From an optimization exercise on the open Yosys and OpenROAD flow, aimed at small area and a short achievable clock period; shortcuts taken in it are not production practice.
Function was not checked in any run shown here: the RTL went through the layout flow alone.
Power and IR drop assume default switching activity.

`design/flow/design.v`:
```
module mac (
  input  logic clk, rst,
  input  logic clear,
  input  logic [7:0] a,    
  input  logic [7:0] b,    
  output logic [31:0] accumulate
);
  logic [15:0] lo_q, hi_q;
  logic up_q, dn_q;
  wire [15:0] al = lo_q;
  wire pp1 = a[0] & b[0];
  wire pp2 = a[0] & b[1];
  wire pp3 = a[0] & b[2];
  wire pp4 = a[0] & b[3];
  wire pp5 = a[0] & b[4];
  wire pp6 = a[0] & b[5];
  wire pp7 = a[0] & b[6];
  wire pp8 = ~(a[0] & b[7]);
  wire pp9 = a[1] & b[0];
  wire pp10 = a[1] & b[1];
  wire pp11 = a[1] & b[2];
  wire pp12 = a[1] & b[3];
  wire pp13 = a[1] & b[4];
  wire pp14 = a[1] & b[5];
  wire pp15 = a[1] & b[6];
  wire pp16 = ~(a[1] & b[7]);
  wire pp17 = a[2] & b[0];
  wire pp18 = a[2] & b[1];
  wire pp19 = a[2] & b[2];
  wire pp20 = a[2] & b[3];
  wire pp21 = a[2] & b[4];
  wire pp22 = a[2] & b[5];
  wire pp23 = a[2] & b[6];
  wire pp24 = ~(a[2] & b[7]);
  wire pp25 = a[3] & b[0];
  wire pp26 = a[3] & b[1];
  wire pp27 = a[3] & b[2];
  wire pp28 = a[3] & b[3];
  wire pp29 = a[3] & b[4];
  wire pp30 = a[3] & b[5];
  wire pp31 = a[3] & b[6];
  wire pp32 = ~(a[3] & b[7]);
  wire pp33 = a[4] & b[0];
  wire pp34 = a[4] & b[1];
  wire pp35 = a[4] & b[2];
  wire pp36 = a[4] & b[3];
  wire pp37 = a[4] & b[4];
  wire pp38 = a[4] & b[5];
  wire pp39 = a[4] & b[6];
  wire pp40 = ~(a[4] & b[7]);
  wire pp41 = a[5] & b[0];
  wire pp42 = a[5] & b[1];
  wire pp43 = a[5] & b[2];
  wire pp44 = a[5] & b[3];
  wire pp45 = a[5] & b[4];
  wire pp46 = a[5] & b[5];
  wire pp47 = a[5] & b[6];
  wire pp48 = ~(a[5] & b[7]);
  wire pp49 = a[6] & b[0];
  wire pp50 = a[6] & b[1];
  wire pp51 = a[6] & b[2];
  wire pp52 = a[6] & b[3];
  wire pp53 = a[6] & b[4];
  wire pp54 = a[6] & b[5];
  wire pp55 = a[6] & b[6];
  wire pp56 = ~(a[6] & b[7]);
  wire pp57 = ~(a[7] & b[0]);
  wire pp58 = ~(a[7] & b[1]);
  wire pp59 = ~(a[7] & b[2]);
  wire pp60 = ~(a[7] & b[3]);
  wire pp61 = ~(a[7] & b[4]);
  wire pp62 = ~(a[7] & b[5]);
  wire pp63 = ~(a[7] & b[6]);
  wire pp64 = a[7] & b[7];
  wire s65 = al[5] ^ pp6;
  wire c66 = al[5] & pp6;
  wire s67 = al[6] ^ pp7 ^ pp14;
  wire c68 = (al[6] & pp7) | (al[6] & pp14) | (pp7 & pp14);
  wire s69 = pp21 ^ pp28;
  wire c70 = pp21 & pp28;
  wire s71 = al[7] ^ pp8 ^ pp15;
  wire c72 = (al[7] & pp8) | (al[7] & pp15) | (pp8 & pp15);
  wire s73 = pp22 ^ pp29 ^ pp36;
  wire c74 = (pp22 & pp29) | (pp22 & pp36) | (pp29 & pp36);
  wire s75 = pp43 ^ pp50;
  wire c76 = pp43 & pp50;
  wire s77 = 1'b1 ^ al[8] ^ pp16;
  wire c78 = (1'b1 & al[8]) | (1'b1 & pp16) | (al[8] & pp16);
  wire s79 = pp23 ^ pp30 ^ pp37;
  wire c80 = (pp23 & pp30) | (pp23 & pp37) | (pp30 & pp37);
  wire s81 = pp44 ^ pp51 ^ pp58;
  wire c82 = (pp44 & pp51) | (pp44 & pp58) | (pp51 & pp58);
  wire s83 = al[9] ^ pp24 ^ pp31;
  wire c84 = (al[9] & pp24) | (al[9] & pp31) | (pp24 & pp31);
  wire s85 = pp38 ^ pp45 ^ pp52;
  wire c86 = (pp38 & pp45) | (pp38 & pp52) | (pp45 & pp52);
  wire s87 = al[10] ^ pp32 ^ pp39;
  wire c88 = (al[10] & pp32) | (al[10] & pp39) | (pp32 & pp39);
  wire s89 = al[3] ^ pp4;
  wire c90 = al[3] & pp4;
  wire s91 = al[4] ^ pp5 ^ pp12;
  wire c92 = (al[4] & pp5) | (al[4] & pp12) | (pp5 & pp12);
  wire s93 = pp19 ^ pp26;
  wire c94 = pp19 & pp26;
  wire s95 = pp13 ^ pp20 ^ pp27;
  wire c96 = (pp13 & pp20) | (pp13 & pp27) | (pp20 & pp27);
  wire s97 = pp34 ^ pp41 ^ s65;
  wire c98 = (pp34 & pp41) | (pp34 & s65) | (pp41 & s65);
  wire s99 = pp35 ^ pp42 ^ pp49;
  wire c100 = (pp35 & pp42) | (pp35 & pp49) | (pp42 & pp49);
  wire s101 = c66 ^ s69 ^ s67;
  wire c102 = (c66 & s69) | (c66 & s67) | (s69 & s67);
  wire s103 = pp57 ^ c70 ^ s75;
  wire c104 = (pp57 & c70) | (pp57 & s75) | (c70 & s75);
  wire s105 = c68 ^ s71 ^ s73;
  wire c106 = (c68 & s71) | (c68 & s73) | (s71 & s73);
  wire s107 = c76 ^ c72 ^ c74;
  wire c108 = (c76 & c72) | (c76 & c74) | (c72 & c74);
  wire s109 = s77 ^ s79 ^ s81;
  wire c110 = (s77 & s79) | (s77 & s81) | (s79 & s81);
  wire s111 = pp59 ^ c78 ^ c80;
  wire c112 = (pp59 & c78) | (pp59 & c80) | (c78 & c80);
  wire s113 = c82 ^ s83 ^ s85;
  wire c114 = (c82 & s83) | (c82 & s85) | (s83 & s85);
  wire s115 = pp46 ^ pp53 ^ pp60;
  wire c116 = (pp46 & pp53) | (pp46 & pp60) | (pp53 & pp60);
  wire s117 = c84 ^ c86 ^ s87;
  wire c118 = (c84 & c86) | (c84 & s87) | (c86 & s87);
  wire s119 = al[11] ^ pp40 ^ pp47;
  wire c120 = (al[11] & pp40) | (al[11] & pp47) | (pp40 & pp47);
  wire s121 = pp54 ^ pp61 ^ c88;
  wire c122 = (pp54 & pp61) | (pp54 & c88) | (pp61 & c88);
  wire s123 = al[12] ^ pp48 ^ pp55;
  wire c124 = (al[12] & pp48) | (al[12] & pp55) | (pp48 & pp55);
  wire s125 = al[2] ^ pp3;
  wire c126 = al[2] & pp3;
  wire s127 = pp11 ^ pp18 ^ pp25;
  wire c128 = (pp11 & pp18) | (pp11 & pp25) | (pp18 & pp25);
  wire s129 = pp33 ^ c90 ^ s93;
  wire c130 = (pp33 & c90) | (pp33 & s93) | (c90 & s93);
  wire s131 = c94 ^ c92 ^ s95;
  wire c132 = (c94 & c92) | (c94 & s95) | (c92 & s95);
  wire s133 = c96 ^ s99 ^ c98;
  wire c134 = (c96 & s99) | (c96 & c98) | (s99 & c98);
  wire s135 = c100 ^ s103 ^ c102;
  wire c136 = (c100 & s103) | (c100 & c102) | (s103 & c102);
  wire s137 = c104 ^ c106 ^ s107;
  wire c138 = (c104 & c106) | (c104 & s107) | (c106 & s107);
  wire s139 = c108 ^ c110 ^ s111;
  wire c140 = (c108 & c110) | (c108 & s111) | (c110 & s111);
  wire s141 = s115 ^ c112 ^ c114;
  wire c142 = (s115 & c112) | (s115 & c114) | (c112 & c114);
  wire s143 = c116 ^ s119 ^ c118;
  wire c144 = (c116 & s119) | (c116 & c118) | (s119 & c118);
  wire s145 = pp62 ^ c120 ^ s123;
  wire c146 = (pp62 & c120) | (pp62 & s123) | (c120 & s123);
  wire s147 = al[13] ^ pp56 ^ pp63;
  wire c148 = (al[13] & pp56) | (al[13] & pp63) | (pp56 & pp63);
  wire s149 = al[1] ^ pp2;
  wire c150 = al[1] & pp2;
  wire s151 = pp10 ^ pp17 ^ s125;
  wire c152 = (pp10 & pp17) | (pp10 & s125) | (pp17 & s125);
  wire s153 = c126 ^ s89 ^ s127;
  wire c154 = (c126 & s89) | (c126 & s127) | (s89 & s127);
  wire s155 = c128 ^ s91 ^ s129;
  wire c156 = (c128 & s91) | (c128 & s129) | (s91 & s129);
  wire s157 = c130 ^ s97 ^ s131;
  wire c158 = (c130 & s97) | (c130 & s131) | (s97 & s131);
  wire s159 = c132 ^ s101 ^ s133;
  wire c160 = (c132 & s101) | (c132 & s133) | (s101 & s133);
  wire s161 = s105 ^ c134 ^ s135;
  wire c162 = (s105 & c134) | (s105 & s135) | (c134 & s135);
  wire s163 = s109 ^ c136 ^ s137;
  wire c164 = (s109 & c136) | (s109 & s137) | (c136 & s137);
  wire s165 = s113 ^ c138 ^ s139;
  wire c166 = (s113 & c138) | (s113 & s139) | (c138 & s139);
  wire s167 = s117 ^ c140 ^ s141;
  wire c168 = (s117 & c140) | (s117 & s141) | (c140 & s141);
  wire s169 = s121 ^ c142 ^ s143;
  wire c170 = (s121 & c142) | (s121 & s143) | (c142 & s143);
  wire s171 = c122 ^ s145 ^ c144;
  wire c172 = (c122 & s145) | (c122 & c144) | (s145 & c144);
  wire s173 = c124 ^ s147 ^ c146;
  wire c174 = (c124 & s147) | (c124 & c146) | (s147 & c146);
  wire s175 = al[14] ^ pp64 ^ c148;
  wire c176 = (al[14] & pp64) | (al[14] & c148) | (pp64 & c148);
  wire s177 = 1'b1 ^ al[15];
  wire c178 = 1'b1 & al[15];
  wire [15:0] ra = {c176, c174, c172, c170, c168, c166, c164, c162, c160, c158, c156, c154, c152, c150, s149, al[0]};
  wire [15:0] rb = {s177, s175, s173, s171, s169, s167, s165, s163, s161, s159, s157, s155, s153, s151, pp9, pp1};
  wire [15:0] g0 = ra & rb;
  wire [15:0] p0 = ra ^ rb;
  wire G1_1 = g0[1] | (p0[1] & g0[0]);
  wire P1_1 = p0[1] & p0[0];
  wire G1_3 = g0[3] | (p0[3] & g0[2]);
  wire P1_3 = p0[3] & p0[2];
  wire G1_5 = g0[5] | (p0[5] & g0[4]);
  wire P1_5 = p0[5] & p0[4];
  wire G1_7 = g0[7] | (p0[7] & g0[6]);
  wire P1_7 = p0[7] & p0[6];
  wire G1_9 = g0[9] | (p0[9] & g0[8]);
  wire P1_9 = p0[9] & p0[8];
  wire G1_11 = g0[11] | (p0[11] & g0[10]);
  wire P1_11 = p0[11] & p0[10];
  wire G1_13 = g0[13] | (p0[13] & g0[12]);
  wire P1_13 = p0[13] & p0[12];
  wire G1_15 = g0[15] | (p0[15] & g0[14]);
  wire P1_15 = p0[15] & p0[14];
  wire G2_2 = g0[2] | (p0[2] & G1_1);
  wire P2_2 = p0[2] & P1_1;
  wire G2_3 = G1_3 | (P1_3 & G1_1);
  wire P2_3 = P1_3 & P1_1;
  wire G2_6 = g0[6] | (p0[6] & G1_5);
  wire P2_6 = p0[6] & P1_5;
  wire G2_7 = G1_7 | (P1_7 & G1_5);
  wire P2_7 = P1_7 & P1_5;
  wire G2_10 = g0[10] | (p0[10] & G1_9);
  wire P2_10 = p0[10] & P1_9;
  wire G2_11 = G1_11 | (P1_11 & G1_9);
  wire P2_11 = P1_11 & P1_9;
  wire G2_14 = g0[14] | (p0[14] & G1_13);
  wire P2_14 = p0[14] & P1_13;
  wire G2_15 = G1_15 | (P1_15 & G1_13);
  wire P2_15 = P1_15 & P1_13;
  wire G4_4 = g0[4] | (p0[4] & G2_3);
  wire P4_4 = p0[4] & P2_3;
  wire G4_5 = G1_5 | (P1_5 & G2_3);
  wire P4_5 = P1_5 & P2_3;
  wire G4_6 = G2_6 | (P2_6 & G2_3);
  wire P4_6 = P2_6 & P2_3;
  wire G4_7 = G2_7 | (P2_7 & G2_3);
  wire P4_7 = P2_7 & P2_3;
  wire G4_12 = g0[12] | (p0[12] & G2_11);
  wire P4_12 = p0[12] & P2_11;
  wire G4_13 = G1_13 | (P1_13 & G2_11);
  wire P4_13 = P1_13 & P2_11;
  wire G4_14 = G2_14 | (P2_14 & G2_11);
  wire P4_14 = P2_14 & P2_11;
  wire G4_15 = G2_15 | (P2_15 & G2_11);
  wire P4_15 = P2_15 & P2_11;
  wire G8_8 = g0[8] | (p0[8] & G4_7);
  wire P8_8 = p0[8] & P4_7;
  wire G8_9 = G1_9 | (P1_9 & G4_7);
  wire P8_9 = P1_9 & P4_7;
  wire G8_10 = G2_10 | (P2_10 & G4_7);
  wire P8_10 = P2_10 & P4_7;
  wire G8_11 = G2_11 | (P2_11 & G4_7);
  wire P8_11 = P2_11 & P4_7;
  wire G8_12 = G4_12 | (P4_12 & G4_7);
  wire P8_12 = P4_12 & P4_7;
  wire G8_13 = G4_13 | (P4_13 & G4_7);
  wire P8_13 = P4_13 & P4_7;
  wire G8_14 = G4_14 | (P4_14 & G4_7);
  wire P8_14 = P4_14 & P4_7;
  wire G8_15 = G4_15 | (P4_15 & G4_7);
  wire P8_15 = P4_15 & P4_7;
  wire [16:0] lo;
  assign lo[0] = p0[0];
  assign lo[1] = p0[1] ^ g0[0];
  assign lo[2] = p0[2] ^ G1_1;
  assign lo[3] = p0[3] ^ G2_2;
  assign lo[4] = p0[4] ^ G2_3;
  assign lo[5] = p0[5] ^ G4_4;
  assign lo[6] = p0[6] ^ G4_5;
  assign lo[7] = p0[7] ^ G4_6;
  assign lo[8] = p0[8] ^ G4_7;
  assign lo[9] = p0[9] ^ G8_8;
  assign lo[10] = p0[10] ^ G8_9;
  assign lo[11] = p0[11] ^ G8_10;
  assign lo[12] = p0[12] ^ G8_11;
  assign lo[13] = p0[13] ^ G8_12;
  assign lo[14] = p0[14] ^ G8_13;
  assign lo[15] = p0[15] ^ G8_14;
  assign lo[16] = G8_15;
  wire [1:0] cnt = 2'(c178) + 2'(lo[16]);
  logic [15:0] hi;
  always_comb begin
    for (int i = 0; i < 16; i++) begin
      hi[i] = hi_q[i] ^ ((up_q & (&(hi_q | (16'hffff << i)))) |
                         (dn_q & ~(|(hi_q & ~(16'hffff << i)))));
    end
  end
  assign accumulate = {hi, lo_q};
  always_ff @(posedge clk or posedge rst) begin
    if (rst) begin
      lo_q <= '0;
      hi_q <= '0;
      up_q <= 1'b0;
      dn_q <= 1'b0;
    end else begin
      lo_q <= clear ? 16'd0 : lo[15:0];
      hi_q <= clear ? 16'd0 : hi;
      up_q <= ~clear & cnt[1];
      dn_q <= ~clear & ~cnt[1] & ~cnt[0];
    end
  end
endmodule
module systolic_array #(
  parameter int ROW_DIM = 4
) (
  input logic clk, rst,
  input logic en, clear,
  input logic signed [7:0] row0_in, row1_in, row2_in, row3_in,
  input logic signed [7:0] col0_in, col1_in, col2_in, col3_in,
  output logic signed [31:0] mac00, mac01, mac02, mac03,  
  output logic signed [31:0] mac10, mac11, mac12, mac13,
  output logic signed [31:0] mac20, mac21, mac22, mac23,
  output logic signed [31:0] mac30, mac31, mac32, mac33
);
  logic [7:0] x1 [4], x2 [4], x3 [4];
  logic [3:1] valid;
  logic [7:0] col_in [4];
  assign col_in[0] = col0_in;
  assign col_in[1] = col1_in;
  assign col_in[2] = col2_in;
  assign col_in[3] = col3_in;
  always_ff @(posedge clk or posedge rst) begin
    if (rst) valid <= '0;
    else if (clear) valid <= '0;
    else if (en) valid <= {valid[2:1], 1'b1};
  end
  always_ff @(posedge clk) begin
    if (en) begin
      for (int c = 0; c < 4; c++) begin
        x1[c] <= col_in[c];
        x2[c] <= x1[c];
        x3[c] <= x2[c];
      end
    end
  end
  logic [7:0] b0 [4], b1 [4], b2 [4], b3 [4];
  always_comb begin
    for (int c = 0; c < 4; c++) begin
      b0[c] = col_in[c] & {8{en}};
      b1[c] = x1[c] & {8{en & valid[1]}};
      b2[c] = x2[c] & {8{en & valid[2]}};
      b3[c] = x3[c] & {8{en & valid[3]}};
    end
  end
  mac u00 (.clk, .rst, .clear, .a(row0_in), .b(b0[0]), .accumulate(mac00));
  mac u01 (.clk, .rst, .clear, .a(row1_in), .b(b1[0]),   .accumulate(mac01));
  mac u02 (.clk, .rst, .clear, .a(row2_in), .b(b2[0]),   .accumulate(mac02));
  mac u03 (.clk, .rst, .clear, .a(row3_in), .b(b3[0]),   .accumulate(mac03));
  mac u10 (.clk, .rst, .clear, .a(row0_in), .b(b0[1]), .accumulate(mac10));
  mac u11 (.clk, .rst, .clear, .a(row1_in), .b(b1[1]),   .accumulate(mac11));
  mac u12 (.clk, .rst, .clear, .a(row2_in), .b(b2[1]),   .accumulate(mac12));
  mac u13 (.clk, .rst, .clear, .a(row3_in), .b(b3[1]),   .accumulate(mac13));
  mac u20 (.clk, .rst, .clear, .a(row0_in), .b(b0[2]), .accumulate(mac20));
  mac u21 (.clk, .rst, .clear, .a(row1_in), .b(b1[2]),   .accumulate(mac21));
  mac u22 (.clk, .rst, .clear, .a(row2_in), .b(b2[2]),   .accumulate(mac22));
  mac u23 (.clk, .rst, .clear, .a(row3_in), .b(b3[2]),   .accumulate(mac23));
  mac u30 (.clk, .rst, .clear, .a(row0_in), .b(b0[3]), .accumulate(mac30));
  mac u31 (.clk, .rst, .clear, .a(row1_in), .b(b1[3]),   .accumulate(mac31));
  mac u32 (.clk, .rst, .clear, .a(row2_in), .b(b2[3]),   .accumulate(mac32));
  mac u33 (.clk, .rst, .clear, .a(row3_in), .b(b3[3]),   .accumulate(mac33));
endmodule
```
`design/flow/flow/run.sh`:
```
#!/bin/bash
# Standard ORFS layout with two changes:
#  - after the standard synthesis, full adders are re-polarised (flow/fapol.py)
#    to drop most of the inverters Yosys leaves between them;
#  - ports are buffered with sky130_fd_sc_hd__buf_1 instead of the default cell.
# Each tool's output goes to a log file of its own in this folder.
set -euo pipefail
R=orfs/results/${FLOW_PLATFORM}/systolic_array/base
bash standard.sh synth > synth.log 2>&1
python3 flow/fapol.py $R/1_2_yosys.v $R/1_2_yosys_pol.v > fapol.log 2>&1
cp $R/1_2_yosys.v 1_2_yosys_std.v
mv $R/1_2_yosys_pol.v $R/1_2_yosys.v
rm -f $R/1_synth.odb $R/1_synth.sdc
BUFFER_PORTS_ARGS="-buffer_cell sky130_fd_sc_hd__buf_1" bash standard.sh finish > layout.log 2>&1
```
`design/flow/flow/fapol.py`:
```
#!/usr/bin/env python3
"""Re-polarise full adders in a flat sky130hd Yosys netlist.

A full adder is self-dual: FA(~a,~b,~c) = (~sum, ~cout).  Yosys's extract_fa
leaves many inverters between adders; this flips adders (inverting all their
inputs and outputs) where that lowers the number of inverters needed, then
rebuilds the inverters: one per signal that some load needs inverted.
usage: fapol.py IN.v OUT.v"""
import re, sys
from collections import defaultdict

src = open(sys.argv[1]).read()
m = re.search(r'^module\s+(\S+)\s*\((.*?)\);', src, re.S | re.M)
top_ports = set(p.strip() for p in m.group(2).split(','))
inst_re = re.compile(r'^(\s*)(sky130_fd_sc_hd__\w+)\s+(\S+)\s*\((.*?)\);\n', re.S | re.M)
pin_re = re.compile(r'\.(\w+)\(\s*(.*?)\s*\)(?=\s*,|\s*$)', re.S)

OUTS = {'X', 'Y', 'Q', 'Q_N', 'SUM', 'COUT', 'HI', 'LO'}
insts = []          # dicts: type, name, pins(dict), span
for mm in inst_re.finditer(src):
    pins = {k: v.strip() for k, v in pin_re.findall(mm.group(4))}
    insts.append(dict(type=mm.group(2), name=mm.group(3), pins=pins, span=mm.span(), indent=mm.group(1)))

driver = {}
loads = defaultdict(list)   # net -> [(inst_idx, pin)]
for i, c in enumerate(insts):
    for p, n in c['pins'].items():
        if p in OUTS:
            driver[n] = (i, p)
        else:
            loads[n].append((i, p))

def is_inv(c):
    return c['type'] in ('sky130_fd_sc_hd__inv_1', 'sky130_fd_sc_hd__inv_2', 'sky130_fd_sc_hd__clkinv_1')

assigned = set()
for am in re.finditer(r'^\s*assign\s+(.*?)\s*=\s*(.*?);', src, re.M):
    assigned.add(am.group(1).strip()); assigned.add(am.group(2).strip())

def portlike(n):
    base = n.split('[')[0].strip()
    return base in top_ports or n in assigned or base in assigned

# removable inverters: input driven by a non-inverter cell, output not portlike
rem = set()
for i, c in enumerate(insts):
    if is_inv(c):
        a, y = c['pins']['A'], c['pins']['Y']
        d = driver.get(a)
        if d is None or is_inv(insts[d[0]]) or portlike(y) or portlike(a):
            continue
        # keep inverters that feed other inverters (chains) as they are
        if any(is_inv(insts[j]) for j, _ in loads[y]):
            continue
        rem.add(i)

# consumers per root: root = net driven by non-inverter (or anything not removed)
# need list entries: (inst_idx, pin, pol) with pol relative to root
need = defaultdict(list)
for n, ls in list(loads.items()):
    d = driver.get(n)
    if d is not None and d[0] in rem:
        continue   # handled through the inverter below
    for (j, p) in ls:
        if j in rem:
            continue
        need[n].append((j, p, 0))
for i in rem:
    a, y = insts[i]['pins']['A'], insts[i]['pins']['Y']
    for (j, p) in loads[y]:
        need[a].append((j, p, 1))

FA = [i for i, c in enumerate(insts) if c['type'].startswith('sky130_fd_sc_hd__fa_')]
isfa = set(FA)
flip = {i: 0 for i in FA}
for i in FA:
    for p in ('A', 'B', 'CIN'):
        n = insts[i]['pins'][p]
        if n.startswith("1'") or n not in need and driver.get(n) is None:
            flip[i] = None   # constant or undriven input: leave alone

def phys(r):
    d = driver.get(r)
    if d and d[0] in isfa and flip.get(d[0]):
        return 1
    return 0

def root_cost(r):
    ph = phys(r)
    for (j, p, q) in need[r]:
        want = q ^ (flip[j] if j in isfa and flip[j] else 0)
        if want != ph:
            return 1
    return 0

def roots_of(i):
    rs = set()
    c = insts[i]
    for p in ('A', 'B', 'CIN'):
        rs.add(inroot[(i, p)])
    for p in ('SUM', 'COUT'):
        if p in c['pins']:
            rs.add(c['pins'][p])
    return rs

inroot = {}
for r, lst in need.items():
    for (j, p, q) in lst:
        inroot[(j, p)] = r
for i in FA:
    for p in ('A', 'B', 'CIN'):
        if (i, p) not in inroot:
            flip[i] = None

total0 = sum(root_cost(r) for r in need)
improved = True
rounds = 0
while improved and rounds < 50:
    improved = False; rounds += 1
    for i in FA:
        if flip[i] is None:
            continue
        rs = roots_of(i)
        before = sum(root_cost(r) for r in rs)
        flip[i] ^= 1
        after = sum(root_cost(r) for r in rs)
        if after < before:
            improved = True
        else:
            flip[i] ^= 1
# simulated annealing on top of the greedy result
import random, math
rng = random.Random(1)
cand = [i for i in FA if flip[i] is not None]
rootsets = {i: roots_of(i) for i in cand}
cur = sum(root_cost(r) for r in need)
best = cur; best_flip = dict(flip)
T = 2.0
steps = 200 * len(cand)
for step in range(steps):
    i = rng.choice(cand)
    rs = rootsets[i]
    before = sum(root_cost(r) for r in rs)
    flip[i] ^= 1
    d = sum(root_cost(r) for r in rs) - before
    if d <= 0 or rng.random() < math.exp(-d / T):
        cur += d
        if cur < best:
            best = cur; best_flip = dict(flip)
    else:
        flip[i] ^= 1
    T = max(0.05, 2.0 * (1 - step / steps))
flip = best_flip
total1 = sum(root_cost(r) for r in need)
print(f"inverters removable {len(rem)}; roots needing an inverter {total0} -> {total1}; "
      f"flipped {sum(1 for v in flip.values() if v)} of {len(FA)}", file=sys.stderr)

# rebuild: for each root, physical polarity ph; loads wanting ~ph get net inv_<k>
newpins = {i: dict(c['pins']) for i, c in enumerate(insts)}
new_invs = []
k = 0
for r, lst in need.items():
    ph = phys(r)
    wrong = []
    for (j, p, q) in lst:
        if (q ^ (flip[j] if j in isfa and flip[j] else 0)) != ph:
            wrong.append((j, p))
        else:
            newpins[j][p] = r
    if not wrong:
        continue
    k += 1
    nn = f"_fapol_{k}_"
    new_invs.append((f"_fapol_inv_{k}_", r, nn))
    for (j, p) in wrong:
        newpins[j][p] = nn
def esc(n):
    return n + " " if n.startswith("\\") else n

# flipped FA outputs keep their net names (they now carry the complement)
out = []
pos = 0
wires = []
for i, c in enumerate(insts):
    s, e = c['span']
    out.append(src[pos:s]); pos = e
    if i in rem:
        continue
    pins = newpins[i]
    body = ",\n".join(f"{c['indent']}    .{p}({esc(n)})" for p, n in pins.items())
    out.append(f"{c['indent']}{c['type']} {c['name']} (\n{body}\n{c['indent']}  );\n")
out.append(src[pos:])
txt = "".join(out)
decl = "".join(f"  wire {nn};\n" for _, _, nn in new_invs)
cells = "".join(f"  sky130_fd_sc_hd__inv_1 {name} (\n    .A({esc(r)}),\n    .Y({nn})\n  );\n" for name, r, nn in new_invs)
idx = txt.rindex("endmodule")
txt = txt[:idx] + cells + txt[idx:]
# declare wires right after the port list
mm = re.search(r'^module\s+\S+\s*\(.*?\);\n', txt, re.S | re.M)
txt = txt[:mm.end()] + decl + txt[mm.end():]
open(sys.argv[2], 'w').write(txt)
print(f"removed {len(rem)} inverters, added {len(new_invs)}", file=sys.stderr)
```
`design/flow/standard.sh`:
```
#!/bin/bash
# synth_recipe.tcl (not shown) runs the flow's synth.tcl, then flattens the netlist and writes it again
# the make line also repeats each setting of config.mk as NAME=value (left out here)
make -C /OpenROAD-flow-scripts/flow DESIGN_CONFIG=/design/flow/config.mk WORK_HOME=/design/flow/orfs CLKGATE_MAP_FILE= SYNTH_SCRIPT=/design/flow/synth_recipe.tcl "${@:-finish}"
```
`design/flow/config.mk`:
```
export PLATFORM = sky130hd
export DESIGN_NAME = systolic_array
export DESIGN_NICKNAME = systolic_array
export VERILOG_FILES = /design/flow/design.v
export SDC_FILE = /design/flow/constraint.sdc
export NUM_CORES = 4
export LEC_CHECK = 0
export CAP_MARGIN = 20
export CORE_MARGIN = 2
export CORE_UTILIZATION = 40
export SETUP_SLACK_MARGIN = 3
export SLEW_MARGIN = 20
export SYNTH_HIERARCHICAL = 1
```
`design/flow/constraint.sdc`:
```
create_clock -name core_clock -period 9.0 [get_ports {clk}]
set_input_delay 1.8000 -clock core_clock [delete_from_list [all_inputs] [get_ports {clk}]]
set_output_delay 1.8000 -clock core_clock [all_outputs]
set_load 0.01 [all_outputs]
```
==> key figures, run 1 <==
Global routing
  – GRT overflow: 0
  – Vias in the first global route: 46847
  – First-pass GRT wire length: 271 mm
  – All-Layer GR Usage: 22.4%
  – Largest net degree at the start of global routing: 116
  – Initial antenna violation count: 11

Timing
  – Setup violations, final: 0
  – Final hold vios: 0
  – Final period util: 65.4%
  – Fmax: 170 MHz
  – Worst-margin pin slew: 0.869 ns
  – Slew headroom: 42.0%
  – Fin crit period: 5.88 ns
  – RSZ-0062 raised after global routing: yes
  – Layout Skew: 0.0263 ns
  – TNS Setup: 0 ns
  – Max Slew Vio Count: 0

Floorplan
  – Core Box Area: 0.151 sq mm
  – Row cnt: 143
  – Die height: 394 um
  – DIE WIDTH: 394 um
  – Starting Density: 40.1%
  – Die Area: 0.155 sq mm
  – I/O pin count: 580

Layout
  – Reg area: 0.0166 sq mm
  – Nets@finish: 7664
  – Multi-input logic area: 0.0426 sq mm
  – Layout cells sized above 1: 8.65%
  – Non-filler cells, final: 8481
  – Area growth syn-to-layout: 14.1%
  – Commonest non-fill, non-tap cells in the layout: 802 x and2_1, 789 x fa_1, 559 x buf_1, 550 x nand2_1, 544 x dfrtp_1
  – Largest registers: x1 (32), x2 (32), x3 (32)
  – FILL cells: 14426
  – Leading cell type in the layout, fill and taps excluded: and2_1

Synth
  – YS warnings: 24
  – Mapped Area: 0.0608 sq mm
  – Syn nets: 7093
  – Mapped Cells: 5809
  – Syn_area_per_cell: 10.5 sq um

Critical path
  – CP most frequent cell: fa_1
  – CP peak stage delay: 0.51 ns
  – CP Cell Sequence: clkbuf_4, buf_4, nand2_2, fa_1, inv_1, fa_1, fa_1, fa_1, ha_1, and4_1, o311a_1, o211ai_1, a21boi_1, a31o_2, a21o_1, ha_1, nor3_1
  – Crit path max fanout: 17
  – CP Class: in2reg
  – Critical path endpoint category: flip-flop
  – Critical path origin: row2_in[1]
  – Critical-path top delay cell: fa_1
  – Arrival time at the worst endpoint: 6.47 ns
  – Worst R2R Start: valid[1]
  – Startpoint types: primary input
  – CP Data Required Time: 9.59 ns

Min path
  – Hold path startpoint: x1[3][0]
  – Hold crit path type: reg2reg

Detailed routing
  – Routed WL per cell: 20.3 um
  – Routed metal-1 wirelength: 72.4 mm
  – DRT Pass-1 Iters: 7
  – Final ANT Viol Nets: 0
  – Highest Signal Layer: met5
  – Initial drt markers: 2313
  – DRC Markers: 0
  – Drt total wl: 172 mm
  – DR vias: 43784
  – Via-per-instance ratio: 5.16
  – Routed wl met2: 81.9 mm
  – Metal3 WL: 11.1 mm

Power
  – Leakage: 33.7 nW
  – Peak VDD IR: 0.000213 V
  – Final Total Pwr: 21.1 mW
  – Pwr/cell area: 304 mW/mm^2

Clock network
  – Worst-Skew Late Latency: 0.69 ns
  – Clock Sinks: 643
  – CTS Buffer Depth: 3
  – Total CTS buffers: 84
  – CTS tree: done
  – CTS Root Buffer Type: clkbuf_16
  – CTS H-tree lvls: 3
  – Clk slew on worst S/H paths: 0.07 ns

Place
  – IO buf count: 579
  – Post-DP HPWL: 133 mm
  – Placer Congestion: 0.875
  – DP Cell Count: 8308

Outcome
  – Outcome: finished clean

Flow run
  – Max cap viols: 0
## layout make-up
| cell class | count | share of cell area [%] |
|---|---|---|
| clock buffers | 117 | 3.49 |
| multi-input cells | 4502 | 61.5 |
| diodes | 3 | 0.0108 |
| inverters | 497 | 2.69 |
| flip-flops and latches | 643 | 23.9 |
| clock inverters | 37 | 0.484 |
| repair buffers | 652 | 4.28 |
| well taps | 2030 | 3.66 |
## metrics by stage
stage | worst slack, ns | hold slack (ns) | instance area [sq um] | util, %
floorplan | 2.99 | 0.419 | 61900 | -
global placement | 1.78 | 0.438 | 66300 | 43.8
detailed placement | 1.71 | 0.427 | 66300 | 43.8
CTS | 3.01 | 0.440 | 69100 | 45.6
global route | 2.87 | 0.459 | 69300 | 45.8
finish | 3.12 | 0.438 | 69300 | 45.8
## layer usage
metal | vias up | global-route usage, %
li1 | 20131 | -
met1 | 22344 | 28.9
met2 | 1016 | 37.0
met3 | 279 | 5.19
met4 | 14 | 7.64
met5 | - | 0
## power breakdown
part / total, mW / switching, mW / internal [mW]
registers: 4.95 / 1.06 / 3.89
clock network: 3.42 / 1.45 / 1.97
logic: 12.7 / 7.02 / 5.70
## critical path: cells and delay by family
family / cells / cell delay (ns)
AOI/OAI and AO/OA: 5 / 1.06
buffers and inverters: 3 / 0.67
adders and majority gates: 6 / 2.44
and+or+nand+nor: 3 / 0.47
## worst paths after layout
path / endpoint / slack [ns] / depth (start not counted)
worst min register to register: x2[3][0] / 0.44 / 0
worst max register to register: u21.dn_q / 3.71 / 16
min in group asynchronous: u02.lo_q[4] / 1.39 / 3
worst max-delay path: u22.dn_q / 3.12 / 17
worst min-delay path: x2[3][0] / 0.44 / 0
max in group asynchronous: u01.hi_q[5] / 6.67 / 4
## timing repair
| action | CTS | global route |
|---|---|---|
| hold endpoints to repair | 0 | 0 |
| resized for setup | 9 | 37 |
| cloned | 1 | 6 |
| pin swaps | 1 | 11 |
| buffers inserted | 1 | 8 |
| endpoints found under the setup margin | 75 | 46 |
| hold buffers | 0 | 0 |
==> run 2, diff against run 1 <==
==> design/flow/flow/run.sh (replaced) <==
#!/bin/bash
# Standard ORFS layout with three changes:
#  - after the standard synthesis, full adders are re-polarised (flow/fapol.py)
#    to drop most of the inverters Yosys leaves between them;
#  - input ports are buffered with buf_4 (flow/pre_place.tcl) and output
#    ports with buf_1, instead of the default buffer cell.
# Each tool's output goes to a log file of its own in this folder.
set -euo pipefail
R=orfs/results/${FLOW_PLATFORM}/systolic_array/base
bash standard.sh synth > synth.log 2>&1
python3 flow/fapol.py $R/1_2_yosys.v $R/1_2_yosys_pol.v > fapol.log 2>&1
cp $R/1_2_yosys.v 1_2_yosys_std.v
mv $R/1_2_yosys_pol.v $R/1_2_yosys.v
rm -f $R/1_synth.odb $R/1_synth.sdc
export PRE_GLOBAL_PLACE_TCL=$PWD/flow/pre_place.tcl
export BUFFER_PORTS_ARGS="-outputs -buffer_cell sky130_fd_sc_hd__buf_1"
bash standard.sh finish > layout.log 2>&1
==> design/flow/flow/pre_place.tcl (new file) <==
# Buffer the input ports here with buf_4; global_place.tcl then buffers the
# outputs. The input buffers are marked dont_touch so that the timing-driven
# placement's remove_buffers keeps them.
buffer_ports -inputs -buffer_cell sky130_fd_sc_hd__buf_4
foreach port [get_ports -filter "direction == input"] {
  foreach pin [get_pins -of_objects [get_nets -of_objects $port]] {
    set inst [get_cells -of_objects $pin]
    if {[get_property $inst ref_name] == "sky130_fd_sc_hd__buf_4"} {
      set_dont_touch $inst
    }
  }
}
--- a/design/flow/config.mk
+++ b/design/flow/config.mk
@@ -9,5 +9,5 @@
 export CORE_MARGIN = 2
 export CORE_UTILIZATION = 40
-export SETUP_SLACK_MARGIN = 3
+export SETUP_SLACK_MARGIN = 3.5
 export SLEW_MARGIN = 20
 export SYNTH_HIERARCHICAL = 1
==> run 2 against run 1 <==
Effect of this change: the run now fails in global placement (3_3_place_gp); synthesized cell count unchanged; synthesized area is the same.
==> key figures, run 2 <==
Outcome
  – Outcome: did not finish (was finished clean)
  – Fail Step: global placement (3_3_place_gp)
  – Tool error: [ERROR STA-0100] unsupported object type Port.

Synth
  – Syn nets: 7093 (unchanged)
  – Mapped Cells: 5809 (unchanged)
  – Mapped Area: 0.0608 sq mm (unchanged)
  – Syn_area_per_cell: 10.5 sq um (unchanged)
  – YS warnings: 24 (unchanged)

Floorplan
  – Row cnt: 143 (unchanged)
  – Die height: 394 um (unchanged)
  – Starting Density: 40.1% (unchanged)
  – I/O pin count: 580 (unchanged)
  – DIE WIDTH: 394 um (unchanged)

Place
  – IO buf count: 63 (was 579)
==> run 3, diff against run 2 <==
==> design/flow/flow/pre_place.tcl (replaced) <==
# Remove synthesis buffers (as the timing-driven placement does) and buffer
# the input ports here with buf_4; global_place.tcl then buffers the outputs.
# The input buffers are marked dont_touch so that the timing-driven
# placement's remove_buffers keeps them.
remove_buffers
buffer_ports -inputs -buffer_cell sky130_fd_sc_hd__buf_4
foreach inst [get_cells -filter "ref_name == sky130_fd_sc_hd__buf_4"] {
  set_dont_touch $inst
}
==> run 3 against run 2 <==
Effect of this change: now clean on timing, DRC and antenna; synthesized cell count is the same; synthesized area is the same.
==> key figures, run 3 <==
Min path
  – Hold crit path type: reg2reg

Timing
  – Max Slew Vio Count: 0
  – Setup violations, final: 0
  – Fin Hold WS: 0.439 ns
  – Layout Skew: 0.0357 ns
  – Final hold vios: 0
  – TNS Setup: 0 ns
  – Fmax: 169 MHz
  – Final period util: 65.6%
  – Fin crit period: 5.90 ns
  – RSZ-0062 raised after global routing: yes
  – Worst-margin pin slew: 0.745 ns
  – Slew headroom: 50.3%
  – Final setup margin: 3.10 ns

Critical path
  – CP most frequent cell: a21o_1
  – CP Class: in2reg
  – Arrival time at the worst endpoint: 6.47 ns
  – CP Cell Sequence: buf_4, buf_4, buf_8, buf_6, buf_8, and3_4, nand2_2, fa_2, inv_2, fa_2, fa_1, fa_1, ha_4, a21o_1, a21o_1, a21oi_2, a21boi_2, a31o_4, a21o_1, ha_4, nor3_2
  – Startpoint types: primary input
  – Critical path endpoint category: flip-flop
  – CP peak stage delay: 0.59 ns
  – CP Data Required Time: 9.57 ns
  – Critical-path top delay cell: fa_1
  – Crit path max fanout: 5

Floorplan
  – Die height: 394 um (unchanged)
  – Row cnt: 143 (unchanged)
  – DIE WIDTH: 394 um (unchanged)
  – Core Box Area: 0.151 sq mm
  – Die Area: 0.155 sq mm
  – I/O pin count: 580 (unchanged)
  – Starting Density: 40.1% (unchanged)

Clock network
  – CTS Root Buffer Type: clkbuf_16
  – CTS tree: done
  – Worst-Skew Late Latency: 0.71 ns
  – CTS Buffer Depth: 3
  – Clk slew on worst S/H paths: 0.07 ns
  – Total CTS buffers: 87
  – CTS H-tree lvls: 3
  – Clock Sinks: 643

Layout
  – Commonest non-fill, non-tap cells in the layout: 793 x and2_1, 759 x fa_1, 547 x dfrtp_1, 535 x nand2_1, 512 x buf_1
  – FILL cells: 14222
  – Reg area: 0.0166 sq mm
  – Post-Layout Inst Area: 0.0716 sq mm
  – Largest registers: x1 (32), x2 (32), x3 (32)
  – Multi-input logic area: 0.0435 sq mm
  – Area growth syn-to-layout: 17.8%
  – Layout cells sized above 1: 13.6%
  – Nets@finish: 7763
  – Leading cell type in the layout, fill and taps excluded: and2_1

Detailed routing
  – Final ANT Viol Nets: 0
  – Routed WL per cell: 20.0 um
  – DRT Pass-1 Iters: 5
  – Via-per-instance ratio: 5.14
  – DR vias: 44097
  – DRC Markers: 0
  – Drt total wl: 172 mm
  – Initial drt markers: 2208

Synth
  – Mapped Cells: 5809 (unchanged)
  – Syn_area_per_cell: 10.5 sq um (unchanged)
  – Syn nets: 7093 (unchanged)
  – YS warnings: 24 (unchanged)
  – Mapped Area: 0.0608 sq mm (unchanged)

Place
  – Post-DP HPWL: 129 mm
  – Placer Congestion: 0.856
  – IO buf count: 579 (was 63)
  – Pre-CTS WS: 1.85 ns
  – Placed instance area: 0.0665 sq mm

Global routing
  – Largest net degree at the start of global routing: 121
  – Initial antenna violation count: 12
  – Vias in the first global route: 47024
  – First-pass GRT wire length: 270 mm
  – All-Layer GR Usage: 22.3%
  – GRT overflow: 0

Flow run
  – Max cap viols: 0

Power
  – Leakage: 34.6 nW
  – Pwr/cell area: 315 mW/mm^2
  – Peak VDD IR: 0.000227 V
  – Final Total Pwr: 22.5 mW

Outcome
  – Outcome: finished clean (was did not finish)
==> run 3: repair_timing <==
action,in CTS,in global routing
hold buffers,0,0
resized for setup,84,109
buffers inserted,86,44
pin swaps,51,91
setup endpoints to repair,145,97
gates cloned,7,5
==> run 3: area by class of cell <==
type / instances / area share [%]
Antenna cell: 3 / 0.0105
Clock buffer: 132 / 3.89
Clock inverter: 29 / 0.343
Inverter: 497 / 2.61
Multi-Input combinational cell: 4502 / 60.8
Sequential cell: 643 / 23.1
Tap cell: 2030 / 3.55
Timing Repair Buffer: 748 / 5.65
==> run 3: worst max-delay path: cells and delay by family <==
family	cells	cell delay [ns]
buf+inv	6	0.58
simple gates	3	0.33
compound gates	6	1.25
fa+ha+maj	6	2.51
==> run 3: routing by layer <==
layer / track usage [%] / vias to the layer above / share of wire (%)
li1: - / 20358 / -
met1: 27.9 / 22474 / 41
met2: 36.9 / 990 / 48
met3: 6.34 / 269 / 7.3
met4: 7.27 / 6 / 3.4
met5: 0 / - / 0.020
==> run 3: final timing paths <==
path / from / endpoint / slack [ns] / cells past startpoint
min in group asynchronous: rst / u03.lo_q[1] / 1.32 / 2
worst min register to register: x2[3][1] / x3[3][1] / 0.44 / 0
worst max-delay path: en / u11.dn_q / 3.10 / 21
max in group asynchronous: rst / u10.hi_q[14] / 6.54 / 4
worst min-delay path: x2[3][1] / x3[3][1] / 0.44 / 0
worst max register to register: valid[1] / u11.dn_q / 3.95 / 16
==> run 3: power breakdown <==
group	switching, mW	internal, mW	total, mW
combinational	7.50	6.40	13.9
sequential	1.07	3.89	4.96
clock	1.44	2.22	3.66
total	10.0	12.5	22.5
==> run 3: per-stage QoR <==
step,util [%],std cells
global placement,43.9,8278
finish,47.3,8584
detailed placement,43.9,8278
floorplan,-,5809
CTS,46.7,8532
global route,47.3,8584

[re-timing with driven ports]
The results above use ideal ports. As a check the final layouts listed here were re-extracted and re-timed, cells and wires unchanged.
Step 1 (the two cells are an assumption about what drives the block):
set clk [get_ports {clk}]
set_driving_cell -lib_cell sky130_fd_sc_hd__clkbuf_16 $clk
set_driving_cell -lib_cell sky130_fd_sc_hd__buf_2 [delete_from_list [all_inputs] $clk]
Step 2 adds t to the input delays and takes it off the output delays; t is the mean of the earliest and latest rising clock arrival at the registers after step 1. Input paths then give back, and output paths get back, about the clock's delay inside the block.
Three values: ideal ports, drivers, drivers and shift; two values: the first two.
run | t, ns | slack for setup (ns) | worst setup path after step 2
run 1 | 0.766 | 3.118 / 2.901 / 2.135 | input to register
run 3 | 0.768 | 3.100 / 2.995 / 2.227 | input to register
After both steps every run listed still meets setup and hold. For run 1, which loses most, drivers alone change the setup slack by -0.217 ns; drivers and shift together by -0.983 ns.
